Background: an optimization exercise with open tools, aiming at small area, a short achievable clock period and few clock cycles per item. Do not read the settings as production practice. Function not checked in this run: the RTL went through the layout flow alone. Power is estimated from default activity; no workload was simulated.

`flow/run.sh`:
```
#!/bin/bash
# synth_recipe.tcl (not shown) runs the flow's synth.tcl, then flattens the netlist and writes it again
# the make line also repeats each setting of config.mk as NAME=value (left out here)
make -C /OpenROAD-flow-scripts/flow DESIGN_CONFIG=/design/flow/config.mk WORK_HOME=/design/flow/orfs CLKGATE_MAP_FILE= SYNTH_SCRIPT=/design/flow/synth_recipe.tcl finish
```
`flow/config.mk`:
```
export PLATFORM = sky130hd
export DESIGN_NAME = y86_cpu
export DESIGN_NICKNAME = y86_cpu
export VERILOG_FILES = /design/flow/design.v
export SDC_FILE = /design/flow/constraint.sdc
export NUM_CORES = 8
export LEC_CHECK = 0
export ABC_CLOCK_PERIOD_IN_PS = 30000
export CAP_MARGIN = 20
export CORE_MARGIN = 2
export CORE_UTILIZATION = 30
export SETUP_SLACK_MARGIN = 3
export SLEW_MARGIN = 20
export SYNTH_HIERARCHICAL = 1
```
`flow/constraint.sdc`:
```
create_clock -name core_clock -period 50.0 [get_ports {clk}]
set_input_delay 10.0000 -clock core_clock [delete_from_list [all_inputs] [get_ports {clk}]]
set_output_delay 10.0000 -clock core_clock [all_outputs]
set_load 0.01 [all_outputs]
```
`flow/design.v`:
```
module rf_ao222n(input a, b, c, d, e, f, output y);
  assign y = ~((a & b) | (c & d) | (e & f));
endmodule
module rf_read(input [14:0] sel, input [959:0] r, output [63:0] q);
  genvar b, g;
  for (b = 0; b < 64; b = b + 1) begin : bits
    wire [4:0] t;
    for (g = 0; g < 5; g = g + 1) begin : grp
      rf_ao222n u(.a(sel[3*g]),   .b(r[64*(3*g)+b]),
                  .c(sel[3*g+1]), .d(r[64*(3*g+1)+b]),
                  .e(sel[3*g+2]), .f(r[64*(3*g+2)+b]), .y(t[g]));
    end
    assign q[b] = ~(&t);
  end
endmodule
module y86_cpu(
    input         clk,
    input         rst,
    output [63:0] imem_addr,
    input  [79:0] imem_data,
    output [63:0] dmem_addr,
    output [63:0] dmem_wdata,
    output        dmem_we,
    input  [63:0] dmem_rdata,
    input  [3:0]  dbg_reg,
    output [63:0] dbg_val,
    output        halted,
    output [1:0]  stat
);
  reg  [63:0] PC;
  reg  [2:0]  CC;           
  reg         halted_r;
  reg  [1:0]  stat_r;
  reg         s2_we;        
  reg         s2_ret;
  reg         s2_isM;       
  reg  [3:0]  s2_dst;       
  reg  [63:0] s2_val;       
  reg  [63:0] s2_wdata;
  reg  [63:0] R [0:14];
  wire [63:0] fpc = s2_ret ? dmem_rdata : PC;
  assign imem_addr = fpc;
  wire [3:0]  icode = imem_data[79:76];
  wire [3:0]  ifun  = imem_data[75:72];
  wire [3:0]  rA    = imem_data[71:68];
  wire [3:0]  rB    = imem_data[67:64];
  wire [63:0] cimm  = imem_data[63:0];
  wire [63:0] dest  = imem_data[71:8];
  wire i_halt = (icode == 4'h0);
  wire i_cmov = (icode == 4'h2);
  wire i_irm  = (icode == 4'h3);
  wire i_rm   = (icode == 4'h4);
  wire i_mr   = (icode == 4'h5);
  wire i_op   = (icode == 4'h6);
  wire i_jxx  = (icode == 4'h7);
  wire i_call = (icode == 4'h8);
  wire i_ret  = (icode == 4'h9);
  wire i_push = (icode == 4'hA);
  wire i_pop  = (icode == 4'hB);
  wire i_bad  = (icode[3:2] == 2'b11);
  wire stk    = i_call | i_ret | i_push | i_pop;
  wire run = ~halted_r & ~i_halt & ~i_bad;
  reg [3:0] len;
  always @* begin
    case (icode)
      4'h2, 4'h6, 4'hA, 4'hB: len = 4'd2;
      4'h3, 4'h4, 4'h5:       len = 4'd10;
      4'h7, 4'h8:             len = 4'd9;
      default:                len = 4'd1;
    endcase
  end
  wire [63:0] valP = fpc + {60'd0, len};
  wire [63:0] W = s2_isM ? dmem_rdata : s2_val;    
  wire [959:0] rflat;
  genvar g;
  for (g = 0; g < 15; g = g + 1) begin : fl
    assign rflat[64*g +: 64] = R[g];
  end
  wire [3:0] idxA = halted_r ? dbg_reg : rA;
  wire [3:0] idxB = stk ? 4'd4 : rB;
  wire [14:0] selA, selB;
  for (g = 0; g < 15; g = g + 1) begin : sl
    assign selA[g] = (idxA == g);
    assign selB[g] = (idxB == g);
  end
  wire [63:0] portA, portB;
  rf_read rdA(.sel(selA), .r(rflat), .q(portA));
  rf_read rdB(.sel(selB), .r(rflat), .q(portB));
  assign dbg_val = portA;
  wire fwdA = (s2_dst != 4'hF) & (s2_dst == rA);
  wire fwdB = (s2_dst != 4'hF) & (s2_dst == idxB);
  wire [63:0] valA = fwdA ? W : portA;
  wire [63:0] valB = fwdB ? W : portB;
  wire ZF = CC[0], SF = CC[1], OF = CC[2];
  reg cnd;
  always @* begin
    case (ifun)
      4'h0: cnd = 1'b1;
      4'h1: cnd = (SF ^ OF) | ZF;
      4'h2: cnd = SF ^ OF;
      4'h3: cnd = ZF;
      4'h4: cnd = ~ZF;
      4'h5: cnd = ~(SF ^ OF);
      4'h6: cnd = ~(SF ^ OF) & ~ZF;
      default: cnd = 1'b0;
    endcase
  end
  wire op_sub = i_op & (ifun[1:0] == 2'd1);
  wire op_and = i_op & (ifun[1:0] == 2'd2);
  wire op_xor = i_op & (ifun[1:0] == 2'd3);
  wire [63:0] Y = i_op ? (op_sub ? ~valA : valA) :
                  (i_rm | i_mr) ? cimm :
                  (i_call | i_push) ? 64'hFFFF_FFFF_FFFF_FFF8 : 64'd8;
  wire [63:0] sum = valB + Y + {63'd0, op_sub};
  wire [63:0] valE = i_irm  ? cimm :
                     i_cmov ? valA :
                     op_and ? (valB & valA) :
                     op_xor ? (valB ^ valA) : sum;
  wire addOF = (valB[63] == Y[63]) & (sum[63] != valB[63]);
  wire newOF = (op_and | op_xor) ? 1'b0 : addOF;
  reg [3:0] dst;
  always @* begin
    dst = 4'hF;
    if (i_cmov)            dst = cnd ? rB : 4'hF;
    else if (i_irm | i_op) dst = rB;
    else if (i_mr | i_pop) dst = rA;
  end
  always @(posedge clk) begin
    if (rst) begin
      PC <= 64'd64;
      CC <= 3'b001;
      halted_r <= 1'b0;
      stat_r <= 2'b01;
      s2_we <= 1'b0;
      s2_ret <= 1'b0;
      s2_dst <= 4'hF;
    end else begin
      s2_we  <= run & (i_rm | i_call | i_push);
      s2_ret <= run & i_ret;
      s2_dst <= run ? dst : 4'hF;
      if (run) begin
        PC <= ((i_jxx & cnd) | i_call) ? dest : valP;
        if (i_op) CC <= {newOF, valE[63], valE == 64'd0};
      end
      if (~halted_r & (i_halt | i_bad)) begin
        halted_r <= 1'b1;
        stat_r <= i_halt ? 2'b10 : 2'b00;
      end
    end
    s2_isM   <= i_mr | i_pop;
    s2_val   <= (i_ret | i_pop) ? valB : valE;
    s2_wdata <= i_call ? valP : valA;
  end
  wire [63:0] Wz = rst ? 64'd0 : W;
  wire stkw = run & stk & ~rst;
  integer i;
  always @(posedge clk) begin
    for (i = 0; i < 15; i = i + 1) begin
      if (i == 4) begin
        if (stkw)
          R[i] <= valE;
        else if (rst | (s2_dst == i[3:0]))
          R[i] <= Wz;
      end else if (rst | (s2_dst == i[3:0]))
        R[i] <= Wz;
    end
  end
  assign dmem_addr  = s2_val;
  assign dmem_wdata = s2_wdata;
  assign dmem_we    = s2_we;
  assign halted     = halted_r;
  assign stat       = stat_r;
endmodule
```
==> tab_implementation.tex <==
\begin{tabular}{lr}
\hline
Metric & Value \\
\hline
\multicolumn{2}{l}{\textbf{Setup path}} \\
Type of origin of the critical path & primary input \\
Data arrival at the endpoint of the critical path & 14.13 ns \\
Max stage delay on crit path & 0.81 ns \\
Cells along the critical path & clkdlybuf4s50\_1 -> inv\_1 -> o32a\_1 -> nor2\_4 -> buf\_4 -> buf\_4 -> a222oi\_1 -> and3\_1 -> nand3\_1 -> clkdlybuf4s50\_1 \\
Startpoint of the most critical register-to-register path & halted\_r \\
Crit. Startpoint & imem\_data[70] \\
Worst Path Max Fanout & 34 \\
Depth of the worst register-to-register path & 25 \\
Worst Path Class, Setup & in2out \\
Cell with the largest stage delay on the worst path & sky130\_fd\_sc\_hd\_\_clkdlybuf4s50\_1 \\
Data required time at the worst endpoint & 40.00 ns \\
Crit end category & primary output \\
\multicolumn{2}{l}{\textbf{Logic synthesis}} \\
Syn\_nets & 5333 \\
Number of unique standard cell types used by synthesis & 97 \\
Yosys warnings & 8 \\
Number of synthesized flops with an enable pin & 960 \\
Sequential area share after synthesis & 56.2\% \\
Number of flip-flops and latches in the synthesized netlist & 1165 \\
Async set-or-reset flop fraction in the synthesized netlist & 0\% \\
Synthesized area divided by synthesized cell count & 11.6 sq um \\
Cell Area, Synth & 58500 sq um \\
Most used flip-flop cell after synthesis & sky130\_fd\_sc\_hd\_\_edfxtp\_1 \\
Synthesized instance count & 5051 \\
\multicolumn{2}{l}{\textbf{Routing}} \\
Initial DRT Pass Iterations & 17 \\
Count of nets left with antenna violations after detail routing & 0 \\
Vias/cell & 6.75 \\
Post-DR wirelength/cell & 38.8 um \\
Final wirelength & 317000 um \\
Vias after detailed routing & 55152 \\
Number of remaining DRC errors & 0 \\
Number of DRC markers in iteration 0 & 13475 \\
\multicolumn{2}{l}{\textbf{STA}} \\
Slew at the pin with the worst max-slew slack & 1.28 ns \\
Time the worst path needs with I/O delays and setup & 24.13 ns \\
Setup Viol. Count Final & 0 \\
Maximum clock skew at final layout & 0.0702 ns \\
Final slew viol count & 0 \\
RSZ-0062 raised after global routing & false \\
Achievable frequency & 41.4 MHz \\
Tcrit/Tclk final & 48.3\% \\
Slew Limit Headroom & 14.0\% \\
Final Hold Fails & 0 \\
Least setup slack across all paths after layout & 25.87 ns \\
Setup TNS Final & 0 ns \\
\multicolumn{2}{l}{\textbf{CTS}} \\
Max Root-Sink Buffers & 3 \\
Setup fix buffers added after clock tree synthesis & 0 \\
CTS Buf Count & 116 \\
Clock latency at the later pin of the worst-skew pair & 0.84 ns \\
Count of hold-fix buffers inserted at cts & 0 \\
Clock slew seen by the registers of the worst setup and hold paths & 0.07 ns \\
H-tree Lvls & 3 \\
Total of cells resized after clock tree synthesis & 0 \\
Clock tree from TritonCTS & built \\
Clock Tree Root & sky130\_fd\_sc\_hd\_\_clkbuf\_16 \\
Sinks on the clock net & 1165 \\
\multicolumn{2}{l}{\textbf{Power and ir drop}} \\
Maximum ir drop on the vdd rail & 0.0329 mV \\
Power per unit of standard cell area & 45.1 nW/um\^{}2 \\
Leakage power & 24.4 nW \\
\multicolumn{2}{l}{\textbf{Floorplan}} \\
DIE WIDTH & 446 um \\
Number of core rows & 162 \\
Initial core utilization & 30.1\% \\
I/O pin count & 410 \\
Area of the die & 199000 sq um \\
Chip height & 446 um \\
Area of the core & 194000 sq um \\
\multicolumn{2}{l}{\textbf{Global routing}} \\
First-pass GRT wire length & 421000 um \\
Total global routing track utilization & 30.5\% \\
Remaining global-route overflow & 0 \\
Pin count of the biggest net entering global routing & 74 \\
Via count of the first global-routing pass & 51263 \\
Antenna violations before repair & 41 \\
\multicolumn{2}{l}{\textbf{Placement}} \\
Number of port buffers & 409 \\
Routability cong. & 1.06 \\
Place WS & 26.04 ns \\
Placed wire-length estimate after detailed placement & 213000 um \\
\multicolumn{2}{l}{\textbf{Cells and area}} \\
Total area of sequential cells & 32900 sq um \\
Number of nets in the finished design & 5795 \\
Layout Area Growth over Synthesis & 20.4\% \\
Share of the core filled with cells & 36.3\% \\
Count of filler cells inserted in the layout & 18926 \\
Multi-input combinational cell area & 24800 sq um \\
Highest-count cells in the layout ignoring fill and taps & 960 x sky130\_fd\_sc\_hd\_\_edfxtp\_1, 651 x sky130\_fd\_sc\_hd\_\_a222oi\_1, 459 x sky130\_fd\_sc\_hd\_\_o21ai\_0, 441 x sky130\_fd\_sc\_hd\_\_nand2\_1, 407 x sky130\_fd\_sc\_hd\_\_clkdlybuf4s50\_1 \\
Layout cell share with drive strength beyond 1 & 9.73\% \\
Most common cell after layout, fill and taps aside & sky130\_fd\_sc\_hd\_\_edfxtp\_1 \\
\multicolumn{2}{l}{\textbf{Min path}} \\
Min-Delay Startpoint & PC[3] \\
Min-delay worst type & reg2reg \\
Worst hold stages & 2 \\
\multicolumn{2}{l}{\textbf{Flow run}} \\
MaxCap Viol Count & 0 \\
\multicolumn{2}{l}{\textbf{Status}} \\
Outcome & no timing/DRC/antenna violations \\
\hline
\end{tabular}
==> Yosys stat by module, one instance, submodules excluded <==
module	cells	flip-flops and latches	copies in the design	area (sq um)
y86_cpu	4155	1165	1	50700
rf_read	128	0	2	721
rf_ao222n	1	0	640	10.0
==> report_power, final <==
| part | switching, mW | total [mW] | internal [mW] |
|---|---|---|---|
| Clock | 0.404 | 0.918 | 0.514 |
| Sequential | 0.109 | 1.38 | 1.27 |
| Combinational | 0.593 | 0.882 | 0.288 |
| Total | 1.11 | 3.18 | 2.07 |
==> through the flow <==
| step | area, sq um | hold slack, ns | instances | power [mW] |
|---|---|---|---|---|
| 2_1_floorplan | 58500 | 0.429 | 5051 | 1.76 |
| 3_3_place_gp | 66600 | 0.437 | 7935 | 2.22 |
| 3_5_place_dp | 66600 | 0.444 | 7936 | 2.23 |
| 4_1_cts | 70500 | 0.465 | 8155 | 3.14 |
| 5_1_grt | 70500 | 0.490 | 8159 | 3.26 |
| 6_report | 70500 | 0.463 | 8171 | 3.18 |
==> state kept, by name (all words and copies together), names as in the netlist, 2 cells and up <==
| name | flops |
|---|---|
| s2_dst | 4 |
| PC | 64 |
| stat_r | 2 |
| R | 960 |
| CC | 3 |
| s2_val | 64 |
| s2_wdata | 64 |
==> final timing paths <==
kind | slack [ns] | end
setup / recovery | 25.87 | dbg_val[26]
hold / removal | 0.46 | PC[3]
hold reg to reg | 0.46 | PC[3]
setup reg to reg | 39.23 | CC[0]
==> critical path: cells and delay by family <==
family	cells	cell delay [ns]
AND/OR/NAND/NOR	3	0.53
buffers and inverters	5	2.85
AO/OA/AOI/OAI	2	0.70
==> synthesized netlist by cell type (all sizes together) (18+ instances only) <==
cell | n | share of area, %
o21ai | 474 | 4.1
nand4 | 36 | 0.38
mux2 | 87 | 1.7
nand2 | 448 | 2.9
o211ai | 36 | 0.47
clkbuf | 179 | 1.1
nor2 | 417 | 2.7
and3 | 144 | 1.5
a221oi | 19 | 0.29
edfxtp | 960 | 49
xor2 | 45 | 0.67
a222oi | 651 | 11
nor3 | 68 | 0.59
a21o | 33 | 0.42
buf | 67 | 0.65
mux2i | 126 | 2.2
o221ai | 24 | 0.36
xnor2 | 65 | 0.99
a211oi | 58 | 0.75
nor4 | 18 | 0.21
a31oi | 24 | 0.27
a22oi | 67 | 0.86
ha | 129 | 2.8
inv | 57 | 0.37
dfxtp | 205 | 7.0
a21oi | 224 | 1.9
nand3 | 180 | 1.6
==> routing by layer <==
metal  global-route usage (%)  vias to the layer above  wire length (um)
li1                         -                    21984                 -
met1                     37.2                    26819            111000
met2                     44.4                     5149            132000
met3                     10.8                     1154             45900
met4                     21.9                       46             27200
met5                        0                        -               303
==> logic make-up after synthesis <==
kind of cell             after synthesis  synth area share, %
flip-flops                          1165                 56.2
buffers and inverters                303                 2.16
multiplexers                         213                 3.83
adder cells (fa/ha/maj)              132                 2.86
AO/OA/AOI/OAI                       1721                 22.2
AND/OR/NAND/NOR                     1407                 11.1
XOR/XNOR                             110                 1.66
==> cell type report <==
cell class,instances,area share [%]
diodes,15,0.0532
clock buffers,153,4.44
clock inverters,66,1.08
inverters,57,0.303
multi-input cells,3583,35.2
flip-flops and latches,1165,46.7
well taps,2542,4.51
repair buffers,590,7.72

[static timing again, ports no longer ideal]
Ports are ideal in the flow. The routed layout listed here was re-timed in OpenROAD.
Step 1 assumes that a clkbuf_16 drives the clock port and a buf_2 every other input.
Step 2 times the ports against the registers' clock, not the clock port: input delays grow and output delays shrink by t, the midpoint of the rising clock arrivals with the driver on.
Slacks: ideal ports / drivers / drivers and shift; pairs: ideal ports / drivers.
t, ns: 0.891
slack for setup (ns): 25.870 / 25.812 / 25.812
worst slew at a driven data input, ns: 0.28
After both steps setup and hold are still met in this run. For this run, drivers alone change the setup slack by -0.058 ns; drivers and shift together by -0.058 ns.
